This is an optimization exercise on Yosys and OpenROAD, whose aim is small area, not a production implementation.
In this exercise RTL edits were held to simulation tests only and were not proved equivalent to the original.
In every run shown here, the design's own scripts or RTL, not TritonCTS, make the clock network.
No driver is modelled on the clock port, so clock power and skew are understated where the tree is cut down; a real chip needs a root buffer or a tree.
Power figures rest on the tool's default switching activity, not on a simulated workload.

`config.mk`:
```
export PLATFORM = sky130hd
export DESIGN_NAME = top
export DESIGN_NICKNAME = top
export VERILOG_FILES = /design/flow/design.v
export SDC_FILE = /design/flow/constraint.sdc
export NUM_CORES = 4
export LEC_CHECK = 0
export ABC_AREA = 1
export CAP_MARGIN = 20
export CORE_MARGIN = 2
export CORE_UTILIZATION = 70
export SLEW_MARGIN = 20
```
`constraint.sdc`:
```
create_clock -name core_clock -period 10.0 [get_ports {clk_i}]
set_input_delay 2.0000 -clock core_clock [delete_from_list [all_inputs] [get_ports {clk_i}]]
set_output_delay 2.0000 -clock core_clock [all_outputs]
set_load 0.01 [all_outputs]
```
`design.v`:
```
`timescale 1ns/1ps
module top (
  input clk_i,
  input rst_ni,
  input uart_rx_i,
  output uart_tx_o,
  output LED_R,
  output LED_G,
  output LED_B
);
localparam logic [6:0] BT_END  = 7'b0000001;
localparam logic [6:0] BT_BIT  = 7'b0000011;   
localparam logic [6:0] BT_HALF = 7'b0100110;   
function automatic logic [6:0] bt_next(input logic [6:0] x);
  bt_next = {x[5:0], x[6] ^ x[5] ^ x[1] ^ x[0]};
endfunction
logic [2:0] sync;
always_ff @(posedge clk_i or negedge rst_ni) begin
  if (!rst_ni) sync <= 3'b0;
  else         sync <= {sync[1:0], uart_rx_i};
end
localparam logic [1:0] R_IDLE = 2'd0, R_START = 2'd1, R_DATA = 2'd2, R_STOP = 2'd3;
logic [1:0] rstate;
logic [6:0] rcnt;
logic [2:0] rbit;
logic [7:0] rdata;
logic       rzero, offer, wpulse;
assign rzero  = (rcnt == BT_END);
assign offer  = !rstate[1] && (rbit == 3'd6);
assign wpulse = !rstate[1] && (rbit == 3'd7);
always_ff @(posedge clk_i or negedge rst_ni) begin
  if (!rst_ni) begin
    rstate <= R_IDLE;
    rbit   <= 3'd0;
  end else begin
    case (rstate)
      R_IDLE:  if (sync[2:1] == 2'b10) rstate <= R_START;
      R_START: if (rzero) rstate <= (sync[2:1] == 2'b00) ? R_DATA : R_IDLE;
      R_DATA:  if (rzero && rbit == 3'd7) rstate <= R_STOP;
      R_STOP:  if (rzero) rstate <= R_IDLE;
    endcase
    if (rstate == R_STOP) begin
      if (rzero) rbit <= 3'd4;
    end else if (rstate == R_DATA) begin
      if (rzero) rbit <= rbit + 3'd1;
    end else if (rbit != 3'd0) begin
      rbit <= rbit + 3'd1;
    end
  end
end
always_ff @(posedge clk_i) begin
  if (rstate == R_IDLE) rcnt <= BT_HALF;
  else                  rcnt <= bt_next(rcnt);
  if (rstate == R_DATA && rzero) rdata <= {sync[2], rdata[7:1]};
end
logic [2:0] led;
always_ff @(posedge clk_i or negedge rst_ni) begin
  if (!rst_ni)    led <= 3'b0;
  else if (offer) led <= rdata[2:0];
end
assign LED_R = led[2];
assign LED_G = led[1];
assign LED_B = led[0];
logic [7:0] ring [0:15];
logic [3:0] wdist, rdist;
logic same, lastw, full, empty, commit, load, ins, wvalid, tstart;
assign same   = (wdist == rdist);
assign full   = same && lastw;
assign empty  = same && !lastw;
assign commit = wpulse && !full;
assign ins    = wvalid && (wdist == 4'd1) && !(lastw && tstart);
always_ff @(posedge clk_i) begin
  ring[0] <= ins ? rdata : ring[15];
  for (int i = 1; i < 16; i++) ring[i] <= ring[i-1];
end
always_ff @(posedge clk_i or negedge rst_ni) begin
  if (!rst_ni) begin
    wdist  <= 4'd0;
    rdist  <= 4'd0;
    lastw  <= 1'b0;
    wvalid <= 1'b0;
  end else begin
    if (commit) wvalid <= 1'b1;
    else if (rstate == R_DATA && rzero) wvalid <= 1'b0;
    if (commit)    lastw <= 1'b1;
    else if (load) lastw <= 1'b0;
    if (!commit) wdist <= wdist - 4'd1;
    if (!load)   rdist <= rdist - 4'd1;
  end
end
logic tbusy, tready;
logic [9:0] tsr;
logic [6:0] tcnt;
logic tzero, tlast;
assign tzero = (tcnt == BT_END);
assign tlast = (tsr[9:1] == 9'd0);
assign load  = tready && !tbusy;
always_ff @(posedge clk_i) begin
  if (tbusy && tzero)                tsr[9:1] <= {1'b0, tsr[9:2]};
  else if (tstart && rdist == 4'd1)  tsr[9:1] <= {1'b1, ring[15]};
  if (!tbusy) tcnt <= BT_BIT;
  else        tcnt <= bt_next(tcnt);
end
always_ff @(posedge clk_i or negedge rst_ni) begin
  if (!rst_ni) begin
    tbusy  <= 1'b0;
    tstart <= 1'b0;
    tready <= 1'b0;
    tsr[0] <= 1'b1;
  end else begin
    tready <= !empty && !tbusy;
    if (!tbusy) begin
      if (load) begin
        tbusy  <= 1'b1;
        tstart <= 1'b1;
        tsr[0] <= 1'b0;
      end
    end else if (tzero) begin
      tstart <= 1'b0;
      if (tlast) tbusy  <= 1'b0;
      else       tsr[0] <= tsr[1];
    end
  end
end
assign uart_tx_o = tsr[0];
endmodule
```
`flow/run.sh`:
```
#!/bin/bash
# Standard ORFS layout, except that the clock tree is a small hand-built one
# (flow/clock_tree.tcl) instead of TritonCTS's.
set -e
here=$(pwd)
cp -r "$FLOW_HOME/scripts" "$here/scripts"
python3 - "$here/scripts/cts.tcl" "$here/flow/clock_tree.tcl" <<'PY'
import sys
p, tree = sys.argv[1], sys.argv[2]
s = open(p).read()
old = "log_cmd clock_tree_synthesis {*}$cts_args"
assert old in s
s = s.replace(old, "source " + tree)
open(p, "w").write(s)
PY
export CT_LEAVES=9 BUFFER_PORTS_ARGS="-buffer_cell sky130_fd_sc_hd__buf_1"
bash standard.sh SCRIPTS_DIR="$here/scripts" finish > standard.log 2>&1
```
`flow/clock_tree.tcl`:
```
# Small clock tree in place of TritonCTS: one root buffer driving a few leaf
# buffers, each at the centre of a group of flip-flops. The groups come from
# recursive bisection of the flip-flop positions, so they are of equal size.
proc my_ct_split {sinks k} {
  if {$k <= 1} { return [list $sinks] }
  set xs {}; set ys {}
  foreach s $sinks { lappend xs [lindex $s 1]; lappend ys [lindex $s 2] }
  set xs [lsort -real $xs]; set ys [lsort -real $ys]
  set dx [expr {[lindex $xs end] - [lindex $xs 0]}]
  set dy [expr {[lindex $ys end] - [lindex $ys 0]}]
  set idx [expr {$dx >= $dy ? 1 : 2}]
  set sorted [lsort -real -index $idx $sinks]
  set k1 [expr {$k / 2}]
  set n1 [expr {int(round([llength $sinks] * double($k1) / $k))}]
  return [concat [my_ct_split [lrange $sorted 0 [expr {$n1 - 1}]] $k1] \
                 [my_ct_split [lrange $sorted $n1 end] [expr {$k - $k1}]]]
}
proc my_clock_tree {} {
  set nleaf [expr {[info exists ::env(CT_LEAVES)] ? $::env(CT_LEAVES) : 8}]
  set leafcell [expr {[info exists ::env(CT_LEAF_CELL)] ? $::env(CT_LEAF_CELL) : "sky130_fd_sc_hd__clkbuf_8"}]
  set rootcell [expr {[info exists ::env(CT_ROOT_CELL)] ? $::env(CT_ROOT_CELL) : "sky130_fd_sc_hd__clkbuf_16"}]
  set db [ord::get_db]
  set block [ord::get_db_block]
  set clk [$block findNet clk_i]
  set sinks {}
  foreach it [$clk getITerms] {
    set bb [[$it getInst] getBBox]
    lappend sinks [list $it [expr {([$bb xMin] + [$bb xMax]) / 2.0}] [expr {([$bb yMin] + [$bb yMax]) / 2.0}]]
  }
  puts "my_clock_tree: [llength $sinks] sinks, $nleaf leaves"
  set groups [my_ct_split $sinks $nleaf]
  set root [odb::dbInst_create $block [$db findMaster $rootcell] clkbuf_root]
  set rnet [odb::dbNet_create $block clknet_root]
  $rnet setSigType CLOCK
  [$root findITerm A] connect $clk
  [$root findITerm X] connect $rnet
  set rx 0.0; set ry 0.0
  set k 0
  foreach g $groups {
    set sx 0.0; set sy 0.0
    foreach s $g { set sx [expr {$sx + [lindex $s 1]}]; set sy [expr {$sy + [lindex $s 2]}] }
    set cx [expr {$sx / [llength $g]}]; set cy [expr {$sy / [llength $g]}]
    set rx [expr {$rx + $cx}]; set ry [expr {$ry + $cy}]
    set inst [odb::dbInst_create $block [$db findMaster $leafcell] clkbuf_leaf_$k]
    set net [odb::dbNet_create $block clknet_leaf_$k]
    $net setSigType CLOCK
    [$inst findITerm A] connect $rnet
    [$inst findITerm X] connect $net
    $inst setLocation [expr {int($cx)}] [expr {int($cy)}]
    $inst setPlacementStatus PLACED
    foreach s $g {
      set it [lindex $s 0]
      $it disconnect
      $it connect $net
    }
    puts "my_clock_tree: leaf $k drives [llength $g] sinks"
    incr k
  }
  $root setLocation [expr {int($rx / $k)}] [expr {int($ry / $k)}]
  $root setPlacementStatus PLACED
  set_propagated_clock [all_clocks]
}
my_clock_tree
```
`standard.sh`:
```
#!/bin/bash
# synth_recipe.tcl (not shown) runs the flow's synth.tcl, then flattens the netlist and writes it again
# the make line also repeats each setting of config.mk as NAME=value (left out here)
make -C /OpenROAD-flow-scripts/flow DESIGN_CONFIG=/design/flow/config.mk WORK_HOME=/design/flow/orfs CLKGATE_MAP_FILE= SYNTH_SCRIPT=/design/flow/synth_recipe.tcl "${@:-finish}"
```
==> run notes, run 1 <==
Critical path
STA classifies the critical path startpoint as a flip-flop. In this run the worst setup path terminates at uart_tx_o. The total buffers and inverters traversed by the critical path is 1.

For the worst flop-to-flop path, the logic depth is 6. In this design, the largest share of critical-path delay is due to flip-flops. Across all register-to-register paths, the minimum setup slack is 8.29 ns.

The launching instance or port of the critical path is tsr[0]. The data arrival at the endpoint of the critical path is 1.05 ns. The required arrival time at the worst endpoint is 8.00 ns.

STA classifies the critical path endpoint as an output pin. The slowest stage of the critical path belongs to the cell dfstp_2. The critical path's largest stage delay is 0.54 ns. Of all nets on the critical path, the largest fanout is 2. The signal on the critical path passes through buf_1. The critical path in this run is classified as reg -> out. The endpoint identified for the worst register-to-register timing path is tsr[2]. The instance count on the critical path is 1. The reg-to-reg startpoint is tbusy.

Placed design
The area after detailed placement is 5210 um2. After detailed placement, the design holds a cell count of 503. In this run the tool buffered the top-level ports with 6 buffer cells. Once detailed placement completed, the half-perimeter wirelength came to 4.41 mm. The routability-driven placement congestion ratio is between 0.7 and 0.8.

STA
The worst-case clock skew is 0.00769 ns. Setup repair after global routing left no endpoint under its margin. For the final routed database, the setup TNS stands at 0 ns. The final critical-path required period is 3.05 ns. The worst path uses 30.5% of the clock period. The number of hold violations in the final report is 0. In this run the tightest slew margin relative to its limit is ~57%. For the pin with the worst max-slew slack, the measured transition is 0.646 ns.

Setup violations remaining at the end of the flow were counted as 0. Derived from the worst setup path, the maximum achievable clock frequency is between 300 and 400 MHz. The final number of max-transition violations is 0.

Clocking
After clock tree synthesis, the clock-pin slew on the worst setup and hold paths is around 0.11 ns. The number of hold buffers added after CTS was 0. The quantity of gates resized following cts is 0. The number of setup buffers added after CTS is 0. The clock insertion delay at the later pin of the skew report is 0.36 ns.

Route
The mean routed wirelength per cell is 12.9 um. In this run the remaining antenna-violating nets after routing total 0. For this run, design rule violations remaining after detail routing come to 0. The final layout contains routed wiring with a total length of around 6.6 mm. The detailed-route via count is roughly 2400. The pre-antenna-repair detailed-routing pass consisted of 4 iterations. In this run, the number of DRC markers left after iteration 0 of detailed routing was 84. The vias per cell is 4.77.

Power and ir drop
The total power draw is about 1600 uW. The power density of the placed cells is 290 nW/um2. The worst ir drop on vdd is 220 uV. In this run the static leakage power is 0.00239 uW.

Hold path
The path category of the worst min-delay check is reg -> reg.

Die
After floorplanning, the core was sized to cover 7140 um2. The number of core rows is 31. The die is a little under 90 um tall. The effective utilization at floorplan is 71.3%.

In this run the count of I/O pins placed on the die edge is 7. The chip width is 89.3 um. The overall die area is 7970 um2.

Synthesis
The number of flip-flops and latches in the synthesized netlist is 184. For this run, the register share of the synthesized area comes to 78.0%. Synthesis instantiated 33 different standard cells from the library. The post-synthesis area per instance is 12.7 um2. The mapped cell area is 5090 um2. The synthesized instance count is 401. During synthesis, Yosys emitted a total of 2 warnings. Synthesis produced a netlist with a net count of 412.

Global routing
The first global-routing pass estimated 11.2 mm of wire. The via count of the first global-routing pass is 2359. For this run, global-route usage on met3 was measured as 1.75%. For this run, global-route usage on met1 was measured as a little over a quarter. The total global routing track utilization is approximately 18%. The met2 track demand over resource in global routing is 28.8%. The pin count of the biggest net entering global routing is 26. The global routing's busiest layer is met2. The number of antenna violations at the first check in global routing is 0.

For this run the aggregate overflow at the end of global routing stands at 0.

Finish
The diode insertion count for antenna repair is 0. At the end of the flow, the number of nets in the layout was 427. The final instance area is 5360 um2.

Summing all flip-flop and latch instances after layout gives 3970 um2. Compared with the post-synthesis result, the final layout area differs by 5.31%. The proportion of layout cells with a drive suffix above 1 is about 8%. In the final layout, the multi-input gates occupy 921 um2. Once layout is complete, the cells apart from fillers number roughly 500. The layout has 515 filler cells.

Job
Max-cap violations in this run came to 0.

Outcome
The run finished with no timing, DRC or antenna violations.
## final cells by class
type | count | area share [%]
plain buffers | 10 | 2.78
well taps | 99 | 2.31
flip-flops and latches | 184 | 74.1
repair buffers | 7 | 0.560
multi-input cells | 171 | 17.2
inverters | 42 | 3.08
## worst min-delay path by stage
stage,from,end,slack [ns],depth (start not counted)
finish,ring[12][6],ring[13][6],0.33,0
floorplan,ring[9][0],ring[10][0],0.31,0
global route,ring[12][6],ring[13][6],0.34,0
global placement,ring[13][7],ring[14][7],0.31,0
detailed placement,ring[10][2],ring[11][2],0.31,0
CTS,ring[14][7],ring[15][7],0.33,0
## state kept, by name, summed over array words and instances, names as in the netlist, 4 cells and up, named ones only
name	cells
rcnt	7
rdata	8
rdist	4
ring	128
tcnt	7
tsr	10
wdist	4
## through the flow
stage	utilization (%)	hold WS [ns]	setup WS (ns)
after floorplan	-	0.310	7.47
after global placement	73.0	0.310	7.35
after detailed placement	73.0	0.312	7.35
after CTS	75.1	0.330	6.93
after global routing	75.1	0.337	6.90
final	75.1	0.329	6.95
## layer usage
metal | vias up | wire [um]
met5 | - | 0
li1 | 1267 | -
met1 | 1146 | 3220
met4 | 0 | 159
met3 | 11 | 188
met2 | 25 | 3060
## cell usage in the layout, fill, tap and decap left out, types with 2 or more instances in the layout
master,netlist,final
xnor2_1,2,2
nand4_1,4,4
mux2_2,5,5
o21ai_0,13,13
nor2_1,19,19
ha_1,8,8
buf_1,0,6
a21oi_1,4,4
nor2_2,2,2
inv_1,39,39
nand2_2,3,3
dfxtp_1,143,143
nand3_1,11,11
xor2_1,7,7
nand2_1,80,80
dfrtp_1,24,24
edfxtp_1,16,16
clkbuf_8,0,9
o21ai_2,3,3
## cells by family (layout without fill, tap and decap cells)
| family | Yosys count | count (layout) | synth area share (%) |
|---|---|---|---|
| flops | 184 | 184 | 78.0 |
| simple gates | 126 | 126 | 10.9 |
| buf+inv | 46 | 59 | 3.88 |
| compound gates | 23 | 23 | 2.61 |
| xor+xnor | 9 | 9 | 1.55 |
| fa+ha+maj | 8 | 8 | 1.97 |
| mux | 5 | 5 | 1.11 |
## power by group
group	internal [uW]	leakage, uW	switching, uW
combinational	110	0.000720	172
clock	101	0.0000770	188
sequential	900	0.00159	81.6
## cells in the mapped netlist
| cell | number | area, um2 |
|---|---|---|
| inv_4 | 1 | 6.26 |
| dfstp_2 | 1 | 26.3 |
| a31oi_1 | 1 | 6.26 |
| nand2_2 | 3 | 18.8 |
| edfxtp_1 | 16 | 480 |
| nand4_1 | 4 | 25.0 |
| or2_2 | 1 | 6.26 |
| nor4_1 | 1 | 6.26 |
| o21ai_2 | 3 | 26.3 |
| nand2_1 | 80 | 300 |
| o22a_2 | 1 | 10.0 |
| nor2_1 | 19 | 71.3 |
| nor2_2 | 2 | 12.5 |
| xnor2_1 | 2 | 17.5 |
| inv_2 | 1 | 3.75 |
| buf_2 | 2 | 10.0 |
| nand3_2 | 1 | 10.0 |
| o21ai_0 | 13 | 65.1 |
| buf_6 | 2 | 22.5 |
| nor2_8 | 1 | 20.0 |
| dfxtp_1 | 143 | 2860 |
| dfrtp_1 | 24 | 601 |
| a21oi_1 | 4 | 20.0 |
| nand2_4 | 1 | 11.3 |
| ha_1 | 8 | 100 |
| nor2_4 | 1 | 11.3 |
| inv_6 | 1 | 8.76 |
| mux2_2 | 5 | 56.3 |
| nand3_1 | 11 | 55.1 |
| xor2_1 | 7 | 61.3 |
| inv_1 | 39 | 146 |
| o21ai_1 | 1 | 5.00 |
| nor3_1 | 1 | 5.00 |
==> run 2: changes to the inputs <==
--- a/config.mk
+++ b/config.mk
@@ -10,3 +10,3 @@
 export CORE_MARGIN = 2
-export CORE_UTILIZATION = 70
+export CORE_UTILIZATION = 85
 export SLEW_MARGIN = 20
==> run 2 against run 1 <==
Compared with the run above: still clean; die area decreased by 17%; via count increased by 22%; final area decreased by 0.56%; first-iteration DRC count increased to 3.9 times the previous value; hold slack about the same; power increased by 7.9%; critical path type unchanged; critical endpoint unchanged.
==> run notes, run 2 <==
Finish
The number of nets in the final layout is 427 (unchanged). The proportion of layout cells with a drive suffix above 1 came to 8.21% (unchanged). The final cell count without fillers was 489 (was 513). The final instance area was 5330 um2 (was 5360 um2).

The area growth from synthesis to layout is 4.72% (was 5.31%). The most common cell after layout, fill and taps aside is dfxtp_1 (unchanged). Largest registers: ring: 128 flops, tsr: 10 flops, rdata: 8 flops (unchanged). The register ranked first by flip-flop count is ring (unchanged). Most frequent cells in the layout: 143 x dfxtp_1, 80 x nand2_1, 39 x inv_1 (unchanged).

The number of flip-flops under the largest register name is 128 (unchanged). The diode insertion count for antenna repair is 0 (unchanged).

Synthesis
The unique cell type count in the Yosys netlist is 33 (unchanged). The parity-gate share of the synthesized area counting xor and xnor cells is 1.55% (unchanged). The compound-gate portion of the synthesized area is 2.61% (unchanged). The number of flip-flops and latches in the synthesized netlist is 184 (unchanged). The sequential fraction of the synthesis area was 78.0% (unchanged). The most frequently used flop master after synthesis is dfxtp_1 (unchanged).

The cell type contributing the most total cell area after synthesis is dfxtp_1 (unchanged). The top cell type's share of synthesized area is 56.3% (unchanged). The post-synthesis mux area share is 1.11% (unchanged). The synthesized net count is 412 (unchanged). The cell with the most instances after synthesis is dfxtp_1 (unchanged). The number of flops mapped to enable cells by yosys is 16 (unchanged). The number of warnings reported in the yosys synthesis log is 2 (unchanged). The synthesized instance count is 401 (unchanged). The arithmetic-cell share of the synthesized area counting full adders, half adders and majority gates is 1.97% (unchanged). Cell types occupying the most area after synthesis: dfxtp_1 56%, dfrtp_1 12%, edfxtp_1 9.4%, nand2_1 5.9%, inv_1 2.9% (unchanged). The mapped cell area is 5090 um2 (unchanged).

The largest family of logic cells by synthesized area is simple AND/OR/NAND/NOR gates (unchanged). Most used standard cells in the synthesized netlist: 143 x dfxtp_1, 80 x nand2_1, 39 x inv_1 (unchanged). The share of synthesized registers carrying an async set or reset is 13.6% (unchanged). The post-synthesis area per instance came to 12.7 um2 (unchanged). The area share of and/or/nand/nor cells after synthesis is 10.9% (unchanged).

Critical path
The top cell family by delay on the critical path is flip-flops (unchanged). The kind of capture point of the worst setup path is an output pin (unchanged). Crit-path cells: buf_1 (unchanged).

The data arrival at the endpoint of the critical path is 1.10 ns (was 1.05 ns). The largest fanout of any net on the critical path came to 2 (unchanged). The type of the worst setup path is reg -> out (unchanged).

The required arrival time at the worst endpoint is 8.00 ns (about the same). The total buffers and inverters traversed by the critical path is 1 (unchanged). The startpoint kind of the worst setup timing path is a flip-flop (unchanged). The critical path's largest stage delay is 0.56 ns (was 0.54 ns). The critical path's slowest cell is dfstp_2 (unchanged).

Route
The number of DRC violations after detailed routing is 0 (unchanged). The detailed-route via count was 2991 (was 2449). The number of DRC markers after the initial detailed-route iteration is 328 (was 84). The remaining number of nets flagged by the antenna check after routing is 0 (unchanged). The first-pass detailed-route iteration total came to 5 (was 4). The final wirelength is 11.2 mm (was 6.63 mm). The vias per cell is 6.12 (was 4.77). The mean routed wirelength per cell is 22.9 um (was 12.9 um).

Die
The effective utilization at floorplan came to 87.0% (was 71.3%). The number of core rows is 28 (was 31). The overall die area is 6620 um2 (was 7970 um2). The area of the placeable core is 5850 um2 (was 7140 um2).

The count of pins on the block boundary is 7 (unchanged). The y dimension of the die was 81.4 um (was 89.3 um). The chip width is 81.4 um (was 89.3 um).

Hold path
The path category of the worst min-delay check is reg -> reg (unchanged).

Power and ir drop
The leakage power total is 0.00239 uW (unchanged). The power density of the placed cells was 314 nW/um2 (was 290 nW/um2). The worst ir drop on vdd came to 292 uV (was 220 uV).

Global routing
The wire length of the first global-routing pass is 17.2 mm (was 11.2 mm). The number of antenna violations at the first check in global routing is 0 (unchanged). The total global routing track utilization is 36.7% (was 17.8%). The pin count of the biggest net entering global routing came to 26 (unchanged).

The via count of the first global-routing pass is 3066 (was 2359). The leftover overflow at the end of global routing is 0 (unchanged).

Job
The count of maximum capacitance violations is 0 (unchanged).

STA
The final number of max-transition violations came to 0 (unchanged). The minimum setup slack in the final design is 6.90 ns (was 6.95 ns). The headroom to the max-slew limit was 46.9% (was 56.8%). The worst-case clock skew is 0.0176 ns (was 0.00769 ns). RSZ-0062 raised after global routing: false (unchanged). The number of hold violations in the final report is 0 (unchanged). The maximum operating frequency is 323 MHz (was 328 MHz). The share of the cycle needed by the critical path after routing is 31.0% (was 30.5%). The final setup violation count is 0 (unchanged). The transition at the pin with the smallest max-transition slack is 0.794 ns (was 0.646 ns). The worst-case hold slack is 0.329 ns (about the same). The final critical-path required period is 3.10 ns (was 3.05 ns). The setup TNS after final layout is 0 ns (unchanged).

Placed design
The worst setup slack before clock tree synthesis came to 7.34 ns (was 7.35 ns). The port buffer count came to 6 (unchanged). The area after detailed placement came to 5180 um2 (was 5210 um2). The routability-driven placement congestion ratio was 0.772 (was 0.771).

The total half-perimeter wirelength after legalization and detailed placement is 6.31 mm (was 4.41 mm). The number of placed instances with taps included is 479 (was 503).

Clocking
The count of hold-fix buffers inserted at cts is 0 (unchanged). The quantity of gates resized following cts came to 0 (unchanged). The number of setup buffers added after CTS is 0 (unchanged). The clock insertion delay at the later pin of the skew report is 0.36 ns (about the same). The clock transition at the register clock pins on the worst setup and hold paths after CTS is 0.11 ns (about the same).

Outcome
Result of the run: no timing/DRC/antenna violations (unchanged).
[run 2: cell counts after synthesis]
Identical to the previous run, type by type.
[run 2: kinds of logic (layout without fill, tap and decap cells)]
family / Yosys count / after routing
AND/OR/NAND/NOR: 126 / 126
flip-flops: 184 / 184
buffers and inverters: 46 / 59
AO/OA/AOI/OAI: 23 / 23
adder cells (fa/ha/maj): 8 / 8
multiplexers: 5 / 5
XOR/XNOR: 9 / 9
[run 2: stage by stage]
stage                     util (%)  power (uW)
final                         91.1        1680
after global routing          91.1        1730
after CTS                     91.1        1660
after detailed placement      88.5        1330
after global placement        88.5        1260
after floorplan                  -        1210
[run 2: where the power goes]
| part | total (uW) | leakage (uW) | switching, uW | internal, uW |
|---|---|---|---|---|
| logic | 363 | 0.000720 | 248 | 115 |
| registers | 1010 | 0.00159 | 110 | 901 |
| clock network | 302 | 0.0000770 | 201 | 101 |
| total | 1680 | 0.00239 | 559 | 1120 |
[run 2: layout make-up]
| class | instances | area (um2) |
|---|---|---|
| flip-flops and latches | 184 | 3970 |
| multi-input cells | 171 | 921 |
| fillers | 178 | 522 |
| inverters | 42 | 165 |
| plain buffers | 10 | 149 |
| well taps | 75 | 93.8 |
| repair buffers | 7 | 30.0 |
[run 2: final timing paths]
path	startpoint	slack [ns]	end	cells past startpoint
setup / recovery	tsr[0]	6.90	uart_tx_o	1
hold / removal	ring[9][1]	0.33	ring[10][1]	0
setup reg to reg	flip-flop	7.87	rdata[1]	4
hold reg to reg	ring[9][1]	0.33	ring[10][1]	0
max in group asynchronous	rst_ni	8.09	tsr[0]	2
min in group asynchronous	rst_ni	1.60	sync[0]	2
[run 2: layer usage]
metal,routed length (um),GRT usage [%],part of all wire [%]
met5,0,0,0
met4,658,17.5,5.9
met3,738,4.33,6.6
met2,5820,66.9,52
met1,4000,42.9,36
==> run 3: changes to the inputs <==
--- a/design.v
+++ b/design.v
@@ -16,7 +16,9 @@
 endfunction
-logic [2:0] sync;
+logic rxd;
 always_ff @(posedge clk_i or negedge rst_ni) begin
-  if (!rst_ni) sync <= 3'b0;
-  else         sync <= {sync[1:0], uart_rx_i};
+  if (!rst_ni) rxd <= 1'b0;
+  else         rxd <= uart_rx_i;
 end
+logic [1:0] line;
+assign line = {rxd, uart_rx_i};
 localparam logic [1:0] R_IDLE = 2'd0, R_START = 2'd1, R_DATA = 2'd2, R_STOP = 2'd3;
@@ -36,4 +38,4 @@
     case (rstate)
-      R_IDLE:  if (sync[2:1] == 2'b10) rstate <= R_START;
-      R_START: if (rzero) rstate <= (sync[2:1] == 2'b00) ? R_DATA : R_IDLE;
+      R_IDLE:  if (line == 2'b10) rstate <= R_START;
+      R_START: if (rzero) rstate <= (line == 2'b00) ? R_DATA : R_IDLE;
       R_DATA:  if (rzero && rbit == 3'd7) rstate <= R_STOP;
@@ -42,3 +44,3 @@
     if (rstate == R_STOP) begin
-      if (rzero) rbit <= 3'd4;
+      if (rzero) rbit <= 3'd2;
     end else if (rstate == R_DATA) begin
@@ -53,3 +55,3 @@
   else                  rcnt <= bt_next(rcnt);
-  if (rstate == R_DATA && rzero) rdata <= {sync[2], rdata[7:1]};
+  if (rstate == R_DATA && rzero) rdata <= {rxd, rdata[7:1]};
 end
--- a/config.mk
+++ b/config.mk
@@ -10,3 +10,3 @@
 export CORE_MARGIN = 2
-export CORE_UTILIZATION = 85
+export CORE_UTILIZATION = 70
 export SLEW_MARGIN = 20
==> run 3 against run 2 <==
Compared with the run above: still clean on timing, DRC and antenna; final area down 0.14%; first-iteration DRC count down 72%; largest cell class unchanged; highest routed layer unchanged; core utilization down 14 points; cell count up 4.3%; register-to-register slack better by 0.27 ns; global-route usage down 19 points; maximum frequency up 1.7%; critical endpoint unchanged; hold slack better by 0.0050 ns; routed wire length down 40%.
==> run notes, run 3 <==
STA
The transition at the pin with the smallest max-transition slack is 0.708 ns (was 0.794 ns). The share of the cycle needed by the critical path after routing came to 30.5% (was 31.0%). The maximum operating frequency is 328 MHz (was 323 MHz). The final number of max-transition violations is 0 (unchanged). The setup TNS after final layout is 0 ns (unchanged).

The number of hold violations in the final report came to 0 (unchanged). RSZ-0062 raised after global routing: false (unchanged). The final critical-path required period came to 3.05 ns (was 3.10 ns). The worst-case clock skew is 0.0138 ns (was 0.0176 ns).

The final setup violation count is 0 (unchanged). The headroom to the max-slew limit is 52.6% (was 46.9%).

Global routing
The wire length of the first global-routing pass was 10.9 mm (was 17.2 mm). The number of antenna violations at the first check in global routing is 0 (unchanged). The total global routing track utilization was 17.5% (was 36.7%). The pin count of the biggest net entering global routing is 24 (was 26). The via count of the first global-routing pass is 2291 (was 3066). The leftover overflow at the end of global routing was 0 (unchanged).

Power and ir drop
The combinational share of power is 0.2% (was 21.6%). The proportion of power drawn by flip-flops and latches was 71.4% (was 60.3%). The leakage power total came to 0.00238 uW (was 0.00239 uW). The switching power of the nets came to 193 uW (was 559 uW). The power density of the placed cells came to 193 nW/um2 (was 314 nW/um2). The clock share of power is 28.4% (was 18.0%). The internal power is 836 uW (was 1120 uW). The switching share of power is 18.8% (was 33.3%). The worst ir drop on vdd is 141 uV (was 292 uV).

Synthesis
The share of synthesized registers carrying an async set or reset is 12.6% (was 13.6%). The most frequently used flop master after synthesis was dfxtp_1 (unchanged). The top cell type's share of synthesized area is 56.6% (was 56.3%). The unique cell type count in the Yosys netlist was 34 (was 33). The synthesized net count is 412 (unchanged). Most used standard cells in the synthesized netlist: 143 x dfxtp_1, 78 x nand2_1, 40 x inv_1 (was 143 x dfxtp_1, 80 x nand2_1, 39 x inv_1). The mapped cell area is 5050 um2 (was 5090 um2). The post-synthesis area per instance is 12.6 um2 (was 12.7 um2). The number of flops mapped to enable cells by yosys is 16 (unchanged). The sequential fraction of the synthesis area is 77.5% (was 78.0%).

The cell with the most instances after synthesis is dfxtp_1 (unchanged). The number of flip-flops and latches in the synthesized netlist is 182 (was 184). The synthesized instance count is 401 (unchanged). The number of warnings reported in the yosys synthesis log was 2 (unchanged). The cell type contributing the most total cell area after synthesis is dfxtp_1 (unchanged). Cell types occupying the most area after synthesis: dfxtp_1 57%, dfrtp_1 11%, edfxtp_1 9.5%, nand2_1 5.8%, inv_1 3.0% (was dfxtp_1 56%, dfrtp_1 12%, edfxtp_1 9.4%, nand2_1 5.9%, inv_1 2.9%).

Die
The y dimension of the die is 89.0 um (was 81.4 um). The number of core rows came to 30 (was 28). The chip width is 89.0 um (was 81.4 um). The effective utilization at floorplan is 73.2% (was 87.0%).

The count of pins on the block boundary came to 7 (unchanged). The overall die area is 7920 um2 (was 6620 um2). The area of the placeable core was 6910 um2 (was 5850 um2).

Critical path
The largest fanout of any net on the critical path is 2 (unchanged). The data arrival at the endpoint of the critical path was 1.05 ns (was 1.10 ns). The number of cells on the worst reg-to-reg path was 4 (unchanged). The top cell family by delay on the critical path is flip-flops (unchanged). The startpoint kind of the worst setup timing path is a flip-flop (unchanged). Crit-path cells: buf_1 (unchanged). The critical path's slowest cell is dfstp_2 (unchanged).

The end of the worst register-to-register path is rdata[6] (was rdata[1]). The total buffers and inverters traversed by the critical path is 1 (unchanged). The minimum setup slack among reg-to-reg paths is 8.14 ns (was 7.87 ns). The kind of capture point of the worst setup path was an output pin (unchanged). The type of the worst setup path is reg -> out (unchanged). The required arrival time at the worst endpoint came to 8.00 ns (about the same). The critical path's largest stage delay is 0.55 ns (was 0.56 ns).

Route
The first-pass detailed-route iteration total is 4 (was 5). The vias per cell is 4.72 (was 6.12). The final wirelength is 6.68 mm (was 11.2 mm). The mean routed wirelength per cell is 13.1 um (was 22.9 um). The remaining number of nets flagged by the antenna check after routing is 0 (unchanged). The detailed-route via count is 2408 (was 2991). The number of DRC markers after the initial detailed-route iteration came to 92 (was 328). The number of DRC violations after detailed routing came to 0 (unchanged).

Finish
The diode insertion count for antenna repair was 0 (unchanged). The number of nets in the final layout came to 427 (unchanged). The proportion of layout cells with a drive suffix above 1 is 8.21% (unchanged).

Largest registers: ring: 128 flops, tsr: 10 flops, rdata: 8 flops (unchanged). The number of flip-flops under the largest register name is 128 (unchanged). The final instance area is 5320 um2 (was 5330 um2).

The most common cell after layout, fill and taps aside is dfxtp_1 (unchanged). The area growth from synthesis to layout is 5.27% (was 4.72%). Most frequent cells in the layout: 143 x dfxtp_1, 78 x nand2_1, 40 x inv_1 (was 143 x dfxtp_1, 80 x nand2_1, 39 x inv_1). The final core utilization is 77.0% (was 91.1%). The register ranked first by flip-flop count was ring (unchanged).

Placed design
The port buffer count came to 6 (unchanged). The area after detailed placement is 5170 um2 (was 5180 um2). The total half-perimeter wirelength after legalization and detailed placement is 4.37 mm (was 6.31 mm). The routability-driven placement congestion ratio was 0.792 (was 0.772).

Outcome
Result of the run: no timing/DRC/antenna violations (unchanged).

Hold path
The depth of the worst hold-timing path is 0 (unchanged). The path category of the worst min-delay check was reg -> reg (unchanged). The worst-case hold path end point is ring[14][4] (was ring[10][1]). The hold path startpoint is ring[13][4] (was ring[9][1]).

Clocking
The clock transition at the register clock pins on the worst setup and hold paths after CTS came to 0.12 ns (was 0.11 ns). The quantity of gates resized following cts came to 0 (unchanged). The number of setup buffers added after CTS came to 0 (unchanged). The count of hold-fix buffers inserted at cts is 0 (unchanged). The clock insertion delay at the later pin of the skew report is 0.35 ns (was 0.36 ns).

Job
The count of maximum capacitance violations is 0 (unchanged).
## run 3: cells by family after synthesis
| family | synth area share [%] |
|---|---|
| AO/OA/AOI/OAI | 2.48 |
| adder cells (fa/ha/maj) | 1.98 |
| buffers and inverters | 3.99 |
| multiplexers | 1.11 |
| XOR/XNOR | 1.56 |
| AND/OR/NAND/NOR | 11.3 |
| flip-flops | 77.5 |
## run 3: how the worst max path moves through the flow
stage,slack [ns],start,cells past startpoint,to
floorplan,7.47,tsr[0],0,uart_tx_o
global placement,7.36,tsr[0],1,uart_tx_o
detailed placement,7.34,uart_rx_i,6,rstate[0]
CTS,6.94,tsr[0],1,uart_tx_o
global route,6.90,tsr[0],1,uart_tx_o
finish,6.95,tsr[0],1,uart_tx_o
## run 3: power by group through the flow
stage,logic (uW),clock network (uW),registers (uW)
2_1_floorplan,0.0829,0,751
3_3_place_gp,2.60,0,751
3_5_place_dp,2.73,0,752
4_1_cts,2.73,295,735
5_1_grt,3.08,319,735
6_report,2.53,292,735
## run 3: cell type report
type	count	area [um2]
Tap cell	96	120
Fill cell	442	1590
Timing Repair Buffer	7	30.0
Buffer	10	149
Multi-Input combinational cell	172	933
Sequential cell	182	3920
Inverter	43	169
## run 3: metrics by stage
stage | cells | total power (uW) | hold slack, ns | setup WS (ns)
6_report | 510 | 1030 | 0.334 | 6.95
2_1_floorplan | 401 | 752 | 0.310 | 7.47
4_1_cts | 510 | 1030 | 0.330 | 6.94
5_1_grt | 510 | 1060 | 0.333 | 6.90
3_3_place_gp | 500 | 754 | 0.311 | 7.36
3_5_place_dp | 500 | 754 | 0.312 | 7.34
## run 3: routing by layer
metal	GRT usage [%]	share of wire, %	vias up
li1	-	-	1268
met1	27.1	51	1098
met2	28.1	44	33
met3	1.94	4.1	9
met4	2.44	1.6	0
met5	0	0	-
==> run 4: changes to the inputs <==
--- a/flow/run.sh
+++ b/flow/run.sh
@@ -15,3 +15,3 @@
 PY
-export CT_LEAVES=9 BUFFER_PORTS_ARGS="-buffer_cell sky130_fd_sc_hd__buf_1"
+export PRE_FLOORPLAN_TCL="$here/flow/downsize.tcl" CT_LEAVES=9 BUFFER_PORTS_ARGS="-buffer_cell sky130_fd_sc_hd__buf_1"
 bash standard.sh SCRIPTS_DIR="$here/scripts" finish > standard.log 2>&1
==> flow/downsize.tcl (new file) <==
# Before floorplanning: give every cell the smallest-area drive strength of
# its function (ABC sizes cells for speed; the clock period leaves lots of
# slack). Later repair steps still fix any slew or capacitance violation.
proc my_downsize {} {
  set db [ord::get_db]
  set masters {}
  foreach lib [$db getLibs] {
    foreach m [$lib getMasters] { lappend masters [$m getName] }
  }
  set dont_use [expr {[info exists ::env(DONT_USE_CELLS)] ? $::env(DONT_USE_CELLS) : {}}]
  set n 0
  foreach inst [[ord::get_db_block] getInsts] {
    set cur [[$inst getMaster] getName]
    if {![regexp {^(sky130_fd_sc_hd__[a-z0-9]+)_([0-9]+)$} $cur -> base size]} { continue }
    set best $cur
    set best_area [expr {[[$inst getMaster] getWidth] * [[$inst getMaster] getHeight]}]
    foreach m [lsearch -all -inline -regexp $masters "^${base}_\[0-9\]+\$"] {
      if {[lsearch -exact $dont_use $m] >= 0} { continue }
      set mm [$db findMaster $m]
      set a [expr {[$mm getWidth] * [$mm getHeight]}]
      if {$a < $best_area} { set best $m; set best_area $a }
    }
    if {$best ne $cur} {
      replace_cell [$inst getName] $best
      incr n
    }
  }
  puts "my_downsize: resized $n cells"
}
my_downsize
==> run 4 against run 3 <==
Compared with the run above: still clean on timing, DRC and antenna; synthesized cell count unchanged; flip-flop and latch count unchanged; via count increased by 1.5%; critical path depth unchanged; maximum frequency barely moved; worst setup slack worse by 0.00051 ns; die area is 1.6% lower; power shrank 0.61%; hold slack got worse by 0.0015 ns; final area shrank 1.3%; cell count is the same; sequential share of layout area rose by 0.97 points; largest power group unchanged.
==> run notes, run 4 <==
STA
The number of hold violations in the final report is 0 (unchanged). The setup TNS after final layout is 0 ns (unchanged). RSZ-0062 raised after global routing: false (unchanged).

The maximum operating frequency is 328 MHz (about the same). The worst-case clock skew is 0.00840 ns (was 0.0138 ns). The headroom to the max-slew limit is 54.7% (was 52.6%).

The worst-case hold slack came to 0.332 ns (was 0.334 ns). The final number of max-transition violations came to 0 (unchanged). The final critical-path required period is 3.05 ns (about the same). The final setup violation count is 0 (unchanged). The share of the cycle needed by the critical path after routing is 30.5% (about the same).

The transition at the pin with the smallest max-transition slack came to 0.677 ns (was 0.708 ns).

Global routing
The pin count of the biggest net entering global routing is 24 (unchanged). The via count of the first global-routing pass was 2378 (was 2291). The wire length of the first global-routing pass is 11.1 mm (was 10.9 mm). The number of antenna violations at the first check in global routing is 0 (unchanged). The total global routing track utilization is 17.9% (was 17.5%).

The leftover overflow at the end of global routing was 0 (unchanged).

Die
The overall die area is 7790 um2 (was 7920 um2). The count of pins on the block boundary came to 7 (unchanged). The chip width is 88.3 um (was 89.0 um). The y dimension of the die is 88.3 um (was 89.0 um).

The number of core rows is 30 (unchanged). The area of the placeable core is 6830 um2 (was 6910 um2). The effective utilization at floorplan is 72.7% (was 73.2%).

Clocking
The count of hold-fix buffers inserted at cts was 0 (unchanged). The clock insertion delay at the later pin of the skew report came to 0.35 ns (about the same). The quantity of gates resized following cts is 0 (unchanged). The clock transition at the register clock pins on the worst setup and hold paths after CTS is 0.11 ns (was 0.12 ns). The number of setup buffers added after CTS is 0 (unchanged).

Route
The final wirelength came to 6.56 mm (was 6.68 mm). The vias per cell came to 4.79 (was 4.72). The detailed-route via count is 2445 (was 2408). The number of DRC violations after detailed routing is 0 (unchanged).

The remaining number of nets flagged by the antenna check after routing is 0 (unchanged). The mean routed wirelength per cell was 12.9 um (was 13.1 um). The first-pass detailed-route iteration total is 4 (unchanged). The number of DRC markers after the initial detailed-route iteration is 101 (was 92).

Finish
The number of flip-flops under the largest register name is 128 (unchanged). The proportion of layout cells with a drive suffix above 1 is 4.59% (was 8.21%). The register ranked first by flip-flop count is ring (unchanged). The area used by sequential logic in the layout is 3920 um2 (unchanged).

Largest registers: ring: 128 flops, tsr: 10 flops, rdata: 8 flops (unchanged). The total area of multi-input combinational cells was 872 um2 (was 933 um2). The diode insertion count for antenna repair is 0 (unchanged). The total of fill cells in the finished design was 420 (was 442). The most common cell after layout, fill and taps aside is dfxtp_1 (unchanged). Most frequent cells in the layout: 143 x dfxtp_1, 82 x nand2_1, 42 x inv_1 (was 143 x dfxtp_1, 78 x nand2_1, 40 x inv_1).

The final instance area was 5250 um2 (was 5320 um2). The number of nets in the final layout is 427 (unchanged).

Hold path
The path category of the worst min-delay check is reg -> reg (unchanged). The depth of the worst hold-timing path came to 0 (unchanged). The hold path startpoint was ring[4][2] (was ring[13][4]). The worst-case hold path end point is ring[5][2] (was ring[14][4]).

Placed design
The total half-perimeter wirelength after legalization and detailed placement is 4.46 mm (was 4.37 mm). The routability-driven placement congestion ratio was 0.797 (was 0.792). The port buffer count is 6 (unchanged). The area after detailed placement is 5100 um2 (was 5170 um2).

Critical path
The critical path's largest stage delay is 0.55 ns (about the same). The total buffers and inverters traversed by the critical path is 1 (unchanged). The kind of capture point of the worst setup path is an output pin (unchanged). Crit-path cells: buf_1 (unchanged). The startpoint kind of the worst setup timing path was a flip-flop (unchanged). The required arrival time at the worst endpoint was 8.00 ns (about the same). The critical path's slowest cell is dfstp_2 (unchanged). The end of the worst register-to-register path is tsr[6] (was rdata[6]). The reg-to-reg startpoint is tbusy.

The data arrival at the endpoint of the critical path came to 1.05 ns (about the same). The number of cells on the worst reg-to-reg path is 6 (was 4). The minimum setup slack among reg-to-reg paths is 7.67 ns (was 8.14 ns). The type of the worst setup path is reg -> out (unchanged).

The top cell family by delay on the critical path is flip-flops (unchanged). The largest fanout of any net on the critical path was 2 (unchanged).

Outcome
Result of the run: no timing/DRC/antenna violations (unchanged).

Power and ir drop
The switching power of the nets is 187 uW (was 193 uW). The power density of the placed cells was 195 nW/um2 (was 193 nW/um2). The clock share of power came to 27.9% (was 28.4%).

The worst ir drop on vdd is 140 uV (was 141 uV). The internal power is 836 uW (about the same). The leakage power total is 0.00233 uW (was 0.00238 uW). The combinational share of power is 0.2% (about the same). The proportion of power drawn by flip-flops and latches is 71.8% (was 71.4%). The switching share of power came to 18.3% (was 18.8%).

Synthesis
The number of warnings reported in the yosys synthesis log is 2 (unchanged). The synthesized instance count is 401 (unchanged). The synthesized net count was 412 (unchanged).

Job
The count of maximum capacitance violations is 0 (unchanged).
[run 4: cell type report]
| class | instances | area share (%) |
|---|---|---|
| sequential | 182 | 74.6 |
| timing repair buffer | 7 | 0.572 |
| tap | 96 | 2.29 |
| inverter | 43 | 3.07 |
| multi-input combinational | 172 | 16.6 |
| buffer | 10 | 2.83 |
[run 4: per-layer routing]
metal  GRT usage (%)  routed length [um]
met3            1.77                 166
met2            30.1                3000
met5               0                   0
met1            26.4                3250
met4            2.89                 145
[run 4: per-stage QoR]
stage	power (uW)	utilization, %	setup slack, ns	cells
final	1020	76.9	6.95	510
after global routing	1060	76.9	6.88	510
after CTS	1030	76.9	6.92	510
after detailed placement	754	74.7	7.33	500
after global placement	754	74.7	7.35	500
after floorplan	752	-	7.47	401
[run 4: worst max-delay path by stage]
stage | from | end | slack, ns | depth (start not counted)
global route | tsr[0] | uart_tx_o | 6.88 | 1
detailed placement | tsr[0] | uart_tx_o | 7.33 | 1
floorplan | tsr[0] | uart_tx_o | 7.47 | 0
finish | tsr[0] | uart_tx_o | 6.95 | 1
CTS | tsr[0] | uart_tx_o | 6.92 | 1
global placement | tsr[0] | uart_tx_o | 7.35 | 1
[run 4: power groups by stage]
stage,sequential (uW),combinational (uW),clock [uW]
after global routing,735,2.94,318
after CTS,735,2.64,294
final,735,2.45,286
after floorplan,751,0.0829,0
after detailed placement,752,2.64,0
after global placement,751,2.59,0
==> run 5: changes to the inputs <==
--- a/design.v
+++ b/design.v
@@ -23,3 +23,3 @@
 assign line = {rxd, uart_rx_i};
-localparam logic [1:0] R_IDLE = 2'd0, R_START = 2'd1, R_DATA = 2'd2, R_STOP = 2'd3;
+localparam logic [1:0] R_IDLE = 2'd0, R_START = 2'd2, R_DATA = 2'd3, R_STOP = 2'd1;
 logic [1:0] rstate;
@@ -30,4 +30,4 @@
 assign rzero  = (rcnt == BT_END);
-assign offer  = !rstate[1] && (rbit == 3'd6);
-assign wpulse = !rstate[1] && (rbit == 3'd7);
+assign offer  = !rstate[0] && (rbit == 3'd6);
+assign wpulse = !rstate[0] && (rbit == 3'd7);
 always_ff @(posedge clk_i or negedge rst_ni) begin
@@ -93,3 +93,3 @@
 logic tbusy, tready;
-logic [9:0] tsr;
+logic [8:0] tsr;
 logic [6:0] tcnt;
@@ -97,7 +97,7 @@
 assign tzero = (tcnt == BT_END);
-assign tlast = (tsr[9:1] == 9'd0);
+assign tlast = !tstart && (tsr[8:1] == 8'd0);
 assign load  = tready && !tbusy;
 always_ff @(posedge clk_i) begin
-  if (tbusy && tzero)                tsr[9:1] <= {1'b0, tsr[9:2]};
-  else if (tstart && rdist == 4'd1)  tsr[9:1] <= {1'b1, ring[15]};
+  if (tbusy && tzero)                tsr[8:1] <= {tstart, tsr[8:2]};
+  else if (tstart && rdist == 4'd1)  tsr[8:1] <= ring[15];
   if (!tbusy) tcnt <= BT_BIT;
==> flow/run.sh (replaced) <==
#!/bin/bash
# Standard ORFS layout (the standard.sh) with a copy of the ORFS scripts
# changed in three places:
#  - synthesis maps the logic with ABC's area mapper (flow/abc_area.script);
#    registers are mapped before ABC, so they are the standard synthesis's;
#  - before floorplanning every cell gets its smallest drive strength
#    (flow/downsize.tcl); later repair steps fix slew and load as usual;
#  - the clock tree is a small hand-built one (flow/clock_tree.tcl) instead
#    of TritonCTS's. Every tool writes its log under orfs/logs as usual.
set -e
here=$(pwd)
cp -r "$FLOW_HOME/scripts" "$here/scripts"
cp "$here/flow/abc_area.script" "$here/scripts/abc_area.script"
python3 - "$here/scripts/cts.tcl" "$here/flow/clock_tree.tcl" <<'PY'
import sys
p, tree = sys.argv[1], sys.argv[2]
s = open(p).read()
old = "log_cmd clock_tree_synthesis {*}$cts_args"
assert old in s
s = s.replace(old, "source " + tree)
open(p, "w").write(s)
PY
export PRE_FLOORPLAN_TCL="$here/flow/downsize.tcl"
export CT_LEAVES=8
export BUFFER_PORTS_ARGS="-buffer_cell sky130_fd_sc_hd__buf_1"
bash standard.sh SCRIPTS_DIR="$here/scripts" finish > standard.log 2>&1
==> flow/abc_area.script (new file) <==
strash
dch -f
amap -m
topo
==> run 5 against run 4 <==
Compared with the run above: still clean on timing, DRC and antenna; die area fell by 3.8%; clock power is 6% lower; sequential power rose by 51%; critical path depth is the same; sequential share of layout area grew 2.8 points; critical endpoint unchanged.
==> run notes, run 5 <==
Outcome
Result of the run: no timing/DRC/antenna violations (unchanged).

Die
The number of core rows is 30 (unchanged). The overall die area is 7490 um2 (was 7790 um2). The count of pins on the block boundary is 7 (unchanged). The area of the placeable core was 6680 um2 (was 6830 um2). The chip width is 86.5 um (was 88.3 um). The y dimension of the die was 86.5 um (was 88.3 um). The effective utilization at floorplan is 71.4% (was 72.7%).

Synthesis
The synthesized net count is 349 (was 412). After synthesis the cells add up to 4770 um2. The cell with the most instances after synthesis is dfxtp_1.

The number of warnings reported in the yosys synthesis log came to 2 (unchanged). A synthesized cell averages between 10 and 15 um2. The synthesized instance count is 338 (was 401). The number of flip-flops and latches in the synthesized netlist is 181. Ranked by instance count, the synthesized netlist is headed by 142 x dfxtp_1, 34 x clkinv_1, 24 x nor2_1. The share of synthesized registers carrying an async set or reset is approximately 13%.

The sequential fraction of the synthesis area is 81.8%. The unique cell type count in the Yosys netlist is 26. For this run, the leading register cell type out of synthesis is dfxtp_1. dfxtp_1 takes more of the synthesized area than any other cell. The share of synthesized area in the top cell type comes to 59.6%. After synthesis, the cell types taking the most area are dfxtp_1 60%, dfrtp_1 12%, edfxtp_1 10%, clkinv_1 2.7%, ha_1 2.1%. The number of flops mapped to enable cells by yosys is 16.

Clocking
The clock insertion delay at the later pin of the skew report came to 0.35 ns (about the same). The count of hold-fix buffers inserted at cts is 0 (unchanged). The clock transition at the register clock pins on the worst setup and hold paths after CTS was 0.12 ns (was 0.11 ns). The quantity of gates resized following cts is 0 (unchanged). The number of setup buffers added after CTS is 0 (unchanged).

STA
The final setup violation count is 0 (unchanged). The maximum operating frequency is 329 MHz (was 328 MHz). RSZ-0062 raised after global routing: false (unchanged). The headroom to the max-slew limit is 27.0% (was 54.7%). The minimum setup slack in the final design is 6.96 ns (was 6.95 ns).

The transition at the pin with the smallest max-transition slack is 1.08 ns (was 0.677 ns). The share of the cycle needed by the critical path after routing is 30.4% (was 30.5%). The number of hold violations in the final report is 0 (unchanged). The final number of max-transition violations is 0 (unchanged). The final critical-path required period is 3.04 ns (was 3.05 ns). The setup TNS after final layout is 0 ns (unchanged). The worst-case clock skew came to 0.00975 ns (was 0.00840 ns).

Route
The mean routed wirelength per cell was 14.0 um (was 12.9 um). The first-pass detailed-route iteration total is 4 (unchanged). The number of DRC violations after detailed routing came to 0 (unchanged). The number of DRC markers after the initial detailed-route iteration is 96 (was 101). The remaining number of nets flagged by the antenna check after routing is 0 (unchanged).

The detailed-route via count is 2305 (was 2445). The final wirelength is 6.07 mm (was 6.56 mm). The vias per cell came to 5.31 (was 4.79).

Critical path
The total buffers and inverters traversed by the critical path is 1 (unchanged). The minimum setup slack among reg-to-reg paths is 7.53 ns (was 7.67 ns). The largest fanout of any net on the critical path is 2 (unchanged). The top cell family by delay on the critical path is flip-flops (unchanged). The critical path's slowest cell was dfstp_2 (unchanged).

The kind of capture point of the worst setup path is an output pin (unchanged). The number of cells on the worst reg-to-reg path is 7 (was 6). The reg-to-reg startpoint was tcnt[1] (was tbusy). The startpoint kind of the worst setup timing path is a flip-flop (unchanged). Crit-path cells: buf_1 (unchanged). The launching instance or port of the critical path is tsr[0] (unchanged). The required arrival time at the worst endpoint is 8.00 ns (about the same). The end of the worst register-to-register path is tsr[6] (unchanged). The type of the worst setup path is reg -> out (unchanged). The data arrival at the endpoint of the critical path is 1.04 ns (was 1.05 ns). The critical path's largest stage delay is 0.55 ns (about the same).

Finish
The register ranked first by flip-flop count is ring (unchanged). The number of nets in the final layout came to 367 (was 427). Most frequent cells in the layout: 142 x dfxtp_1, 34 x clkinv_1, 24 x nor2_1 (was 143 x dfxtp_1, 82 x nand2_1, 42 x inv_1). The proportion of layout cells with a drive suffix above 1 is 3.11% (was 4.59%). Largest registers: ring: 128 flops, tsr: 9 flops, rdata: 8 flops (was ring: 128 flops, tsr: 10 flops, rdata: 8 flops). The number of flip-flops under the largest register name came to 128 (unchanged). The most common cell after layout, fill and taps aside is dfxtp_1 (unchanged). The area growth from synthesis to layout is 5.56%. The diode insertion count for antenna repair came to 0 (unchanged).

Placed design
The worst setup slack before clock tree synthesis is 7.22 ns (was 7.33 ns). The total half-perimeter wirelength after legalization and detailed placement is 4.16 mm (was 4.46 mm). The port buffer count was 6 (unchanged). The routability-driven placement congestion ratio was 0.746 (was 0.797).

Power and ir drop
The power density of the placed cells is 322 nW/um2 (was 195 nW/um2). The worst ir drop on vdd came to 227 uV (was 140 uV). The total power draw is 1620 uW (was 1020 uW). The leakage power total was 0.00197 uW (was 0.00233 uW).

Hold path
The path category of the worst min-delay check is reg -> reg (unchanged). The depth of the worst hold-timing path is 0 (unchanged). The hold path startpoint is ring[8][5] (was ring[4][2]). The worst-case hold path end point is ring[9][5] (was ring[5][2]).

Global routing
The wire length of the first global-routing pass is 10.3 mm (was 11.1 mm). The pin count of the biggest net entering global routing came to 24 (unchanged). The number of antenna violations at the first check in global routing is 0 (unchanged). The via count of the first global-routing pass is 2205 (was 2378). The total global routing track utilization was 17.1% (was 17.9%).

The leftover overflow at the end of global routing was 0 (unchanged).

Job
The count of maximum capacitance violations came to 0 (unchanged).
==> run 5: per-stage QoR <==
| stage | hold WS [ns] | std cells | instance area (um2) | utilization, % |
|---|---|---|---|---|
| 6_report | 0.337 | 434 | 5030 | 75.4 |
| 4_1_cts | 0.333 | 434 | 5030 | 75.4 |
| 5_1_grt | 0.341 | 434 | 5030 | 75.4 |
| 2_1_floorplan | 0.310 | 338 | 4770 | - |
| 3_3_place_gp | 0.311 | 425 | 4900 | 73.3 |
| 3_5_place_dp | 0.312 | 425 | 4900 | 73.3 |
==> run 5: routing by layer <==
metal  GRT usage (%)  routed length, um  vias up
li1                -                  -     1164
met1            25.9               3020     1102
met2            27.8               2780       32
met3            2.00                210        7
met4            2.27                 59        0
met5               0                  0        -
==> run 5: kinds of logic after synthesis <==
family                     Yosys count  synth area share, %
buffers and inverters               34                 2.68
AOI/OAI and AO/OA                   56                 7.84
and+or+nand+nor                     59                 5.61
DFF                                181                 81.8
adders and majority gates            8                 2.10
==> run 5: power by group <==
| group | switching [uW] | internal [uW] |
|---|---|---|
| Clock | 178 | 91.9 |
| Combinational | 137 | 104 |
| Sequential | 101 | 1010 |
==> run 5: worst max path at each step <==
stage,to,slack (ns),cells past startpoint
final,uart_tx_o,6.96,1
after global routing,uart_tx_o,6.91,1
after CTS,uart_tx_o,6.93,1
after detailed placement,rstate[0],7.22,5
after global placement,rstate[0],7.30,5
after floorplan,rstate[0],7.46,4
==> run 5: final cells by class <==
cell class | count | area [um2]
inverter | 34 | 128
sequential | 181 | 3900
buffer | 9 | 135
timing repair buffer | 7 | 30.0
tap | 80 | 100
multi-input combinational | 123 | 742
fill | 429 | 1650
==> run 6: changes to the inputs <==
--- a/flow/run.sh
+++ b/flow/run.sh
@@ -23,3 +23,3 @@
 export PRE_FLOORPLAN_TCL="$here/flow/downsize.tcl"
-export CT_LEAVES=8
+export CT_LEAVES=9
 export BUFFER_PORTS_ARGS="-buffer_cell sky130_fd_sc_hd__buf_1"
==> run 6 against run 5 <==
Compared with the run above: still clean; die area unchanged; combinational power about the same; maximum frequency increased by 0.16%; core utilization increased by 0.21 points; synthesized cell count unchanged; sequential share of layout area decreased by 0.21 points; first-iteration DRC count decreased by 7.3%; routed wire length increased by 1.2%; cell count increased by 0.23%; sequential power about the same; via count decreased by 0.35%; register-to-register slack about the same; critical path type unchanged.
==> run notes, run 6 <==
Clocking
The count of hold-fix buffers inserted at cts is 0 (unchanged). The number of setup buffers added after CTS is 0 (unchanged). The quantity of gates resized following cts is 0 (unchanged). The clock transition at the register clock pins on the worst setup and hold paths after CTS is 0.11 ns (was 0.12 ns).

The clock insertion delay at the later pin of the skew report is 0.35 ns (about the same).

STA
The maximum operating frequency was 329 MHz (about the same). The share of the cycle needed by the critical path after routing was 30.4% (about the same). The setup TNS after final layout is 0 ns (unchanged). The worst-case hold slack is 0.330 ns (was 0.337 ns). The minimum setup slack in the final design is 6.96 ns (about the same). The final critical-path required period came to 3.04 ns (about the same). The number of hold violations in the final report is 0 (unchanged). The worst-case clock skew is 0.00836 ns (was 0.00975 ns). RSZ-0062 raised after global routing: false (unchanged). The headroom to the max-slew limit is 28.7% (was 27.0%).

The final number of max-transition violations is 0 (unchanged). The final setup violation count is 0 (unchanged). The transition at the pin with the smallest max-transition slack came to 1.06 ns (was 1.08 ns).

Route
The detailed-route via count is 2297 (was 2305). The number of DRC markers after the initial detailed-route iteration is 89 (was 96). The mean routed wirelength per cell is 14.1 um (was 14.0 um). The remaining number of nets flagged by the antenna check after routing is 0 (unchanged).

The first-pass detailed-route iteration total came to 4 (unchanged). The number of DRC violations after detailed routing was 0 (unchanged). The final wirelength is 6.14 mm (was 6.07 mm).

The vias per cell is 5.28 (was 5.31).

Critical path
The total buffers and inverters traversed by the critical path is 1 (unchanged). The startpoint kind of the worst setup timing path is a flip-flop (unchanged). The end point of the critical path is uart_tx_o (unchanged). The kind of capture point of the worst setup path is an output pin (unchanged). The launching instance or port of the critical path was tsr[0] (unchanged).

The critical path's slowest cell is dfstp_2 (unchanged). The data arrival at the endpoint of the critical path is 1.04 ns (about the same). The reg-to-reg startpoint is tcnt[1] (unchanged). The top cell family by delay on the critical path is flip-flops (unchanged). The type of the worst setup path was reg -> out (unchanged). The critical path's largest stage delay was 0.55 ns (about the same). The end of the worst register-to-register path is tsr[1] (was tsr[6]). Crit-path cells: buf_1 (unchanged). The number of cells on the worst reg-to-reg path came to 7 (unchanged). The required arrival time at the worst endpoint was 8.00 ns (about the same). The largest fanout of any net on the critical path is 2 (unchanged).

The minimum setup slack among reg-to-reg paths is 7.52 ns (was 7.53 ns). The instance count on the critical path is 1 (unchanged).

Synthesis
The number of flops mapped to enable cells by yosys was 16 (unchanged). Most used standard cells in the synthesized netlist: 142 x dfxtp_1, 34 x clkinv_1, 24 x nor2_1 (unchanged). The top cell type's share of synthesized area is 59.6% (unchanged). The cell with the most instances after synthesis is dfxtp_1 (unchanged). The most frequently used flop master after synthesis is dfxtp_1 (unchanged). The unique cell type count in the Yosys netlist is 26 (unchanged). The post-synthesis area per instance is 14.1 um2 (unchanged). The sequential fraction of the synthesis area is 81.8% (unchanged).

The synthesized instance count is 338 (unchanged). The synthesized net count is 349 (unchanged). The number of flip-flops and latches in the synthesized netlist was 181 (unchanged). The number of warnings reported in the yosys synthesis log is 2 (unchanged). Cell types occupying the most area after synthesis: dfxtp_1 60%, dfrtp_1 12%, edfxtp_1 10%, clkinv_1 2.7%, ha_1 2.1% (unchanged).

The share of synthesized registers carrying an async set or reset is 12.7% (unchanged). The mapped cell area came to 4770 um2 (unchanged). The cell type contributing the most total cell area after synthesis is dfxtp_1 (unchanged).

Finish
The number of flip-flops under the largest register name came to 128 (unchanged). The number of nets in the final layout was 368 (was 367). Largest registers: ring: 128 flops, tsr: 9 flops, rdata: 8 flops (unchanged). The proportion of layout cells with a drive suffix above 1 is 3.38% (was 3.11%). Most frequent cells in the layout: 142 x dfxtp_1, 34 x clkinv_1, 24 x nor2_1 (unchanged). The total area of multi-input combinational cells is 742 um2 (unchanged). The register ranked first by flip-flop count was ring (unchanged). The most common cell after layout, fill and taps aside is dfxtp_1 (unchanged). The total of fill cells in the finished design is 420 (was 429). The diode insertion count for antenna repair is 0 (unchanged). The area growth from synthesis to layout is 5.85% (was 5.56%). The final core utilization came to 75.6% (was 75.4%).

The final instance area is 5050 um2 (was 5030 um2). The area used by sequential logic in the layout is 3900 um2 (unchanged).

Hold path
The depth of the worst hold-timing path was 0 (unchanged). The path category of the worst min-delay check was reg -> reg (unchanged). The hold path startpoint is ring[12][3] (was ring[8][5]).

Die
The effective utilization at floorplan was 71.4% (unchanged). The overall die area came to 7490 um2 (unchanged). The number of core rows is 30 (unchanged).

The chip width was 86.5 um (unchanged). The y dimension of the die is 86.5 um (unchanged). The count of pins on the block boundary is 7 (unchanged). The area of the placeable core came to 6680 um2 (unchanged).

Placed design
The routability-driven placement congestion ratio is 0.746 (unchanged). The worst setup slack before clock tree synthesis is 7.22 ns (unchanged). The area after detailed placement is 4900 um2 (unchanged). The total half-perimeter wirelength after legalization and detailed placement was 4.16 mm (unchanged). The port buffer count came to 6 (unchanged).

Power and ir drop
The power density of the placed cells came to 324 nW/um2 (was 322 nW/um2). The leakage power total is 0.00197 uW (about the same). The worst ir drop on vdd is 225 uV (was 227 uV).

Global routing
The number of antenna violations at the first check in global routing is 0 (unchanged). The leftover overflow at the end of global routing was 0 (unchanged). The wire length of the first global-routing pass is 10.4 mm (was 10.3 mm). The total global routing track utilization is 17.3% (was 17.1%).

The pin count of the biggest net entering global routing is 24 (unchanged). The via count of the first global-routing pass is 2260 (was 2205).

Outcome
Result of the run: no timing/DRC/antenna violations (unchanged).

Job
The count of maximum capacitance violations came to 0 (unchanged).
==> run 6: cell counts after synthesis <==
Identical to the previous run, type by type.
==> run 6: per-stage QoR <==
| step | power (uW) | cells |
|---|---|---|
| final | 1640 | 435 |
| after global routing | 1730 | 435 |
| after CTS | 1650 | 435 |
| after detailed placement | 1370 | 425 |
| after global placement | 1340 | 425 |
| after floorplan | 1280 | 338 |
==> run 6: final cells by class <==
class	count	share of cell area (%)
Sequential cell	181	77.2
Multi-Input combinational cell	123	14.7
Inverter	34	2.53
Tap cell	80	1.98
Timing Repair Buffer	7	0.595
Buffer	10	2.95
==> run 6: routing by layer <==
layer	global-route usage (%)	up-vias	part of all wire [%]	wire, um
met5	0	-	0	0
met4	3.55	0	2.1	127
met3	1.52	12	2.3	140
met2	28.0	21	45	2790
met1	25.9	1096	50	3090
li1	-	1168	-	-
==> run 6: logic make-up after synthesis <==
kind of cell    after synthesis  synth area share, %
fa+ha+maj                     8                 2.10
buf+inv                      34                 2.68
flops                       181                 81.8
compound gates               56                 7.84
simple gates                 59                 5.61
==> run 6: worst min path at each step <==
stage,to
finish,ring[13][3]
floorplan,ring[10][0]
global route,ring[13][3]
detailed placement,ring[2][1]
CTS,ring[13][3]
global placement,ring[9][5]
==> run 6: power by group <==
| group | internal [uW] | total (uW) | switching, uW | leakage [uW] |
|---|---|---|---|---|
| combinational | 104 | 242 | 138 | 0.000329 |
| clock | 101 | 285 | 184 | 0.0000770 |
| sequential | 1010 | 1110 | 101 | 0.00157 |

static timing again, ports no longer ideal:
How much do the figures lean on ideal ports? The routed layouts below were timed once more, with nothing changed but the port constraints.
Step 1 assumes that a clkbuf_16 drives the clock port and a buf_2 every other input.
Step 2 adds t to the input delays and takes it off the output delays; t is the mean of the earliest and latest rising clock arrival at the registers after step 1. Input paths then give back, and output paths get back, about the clock's delay inside the block.
Three values: no drivers, after step 1, after step 2; two values: the first two.
run	shift t [ns]	slack for setup (ns)	clock arrival spread, ns	worst register clock-pin slew, ns
run 1	0.384	6.953 / 6.920 / 7.304	0.012 / 0.012	0.11 / 0.11
run 2	0.390	6.902 / 6.867 / 7.257	0.018 / 0.018	0.12 / 0.12
run 3	0.381	6.953 / 6.919 / 7.300	0.015 / 0.015	0.12 / 0.12
run 4	0.380	6.952 / 6.919 / 7.299	0.011 / 0.010	0.11 / 0.11
run 5	0.376	6.958 / 6.924 / 7.221	0.014 / 0.013	0.12 / 0.12
run 6	0.375	6.963 / 6.929 / 7.219	0.012 / 0.012	0.11 / 0.11
After both steps every run listed still meets setup and hold.
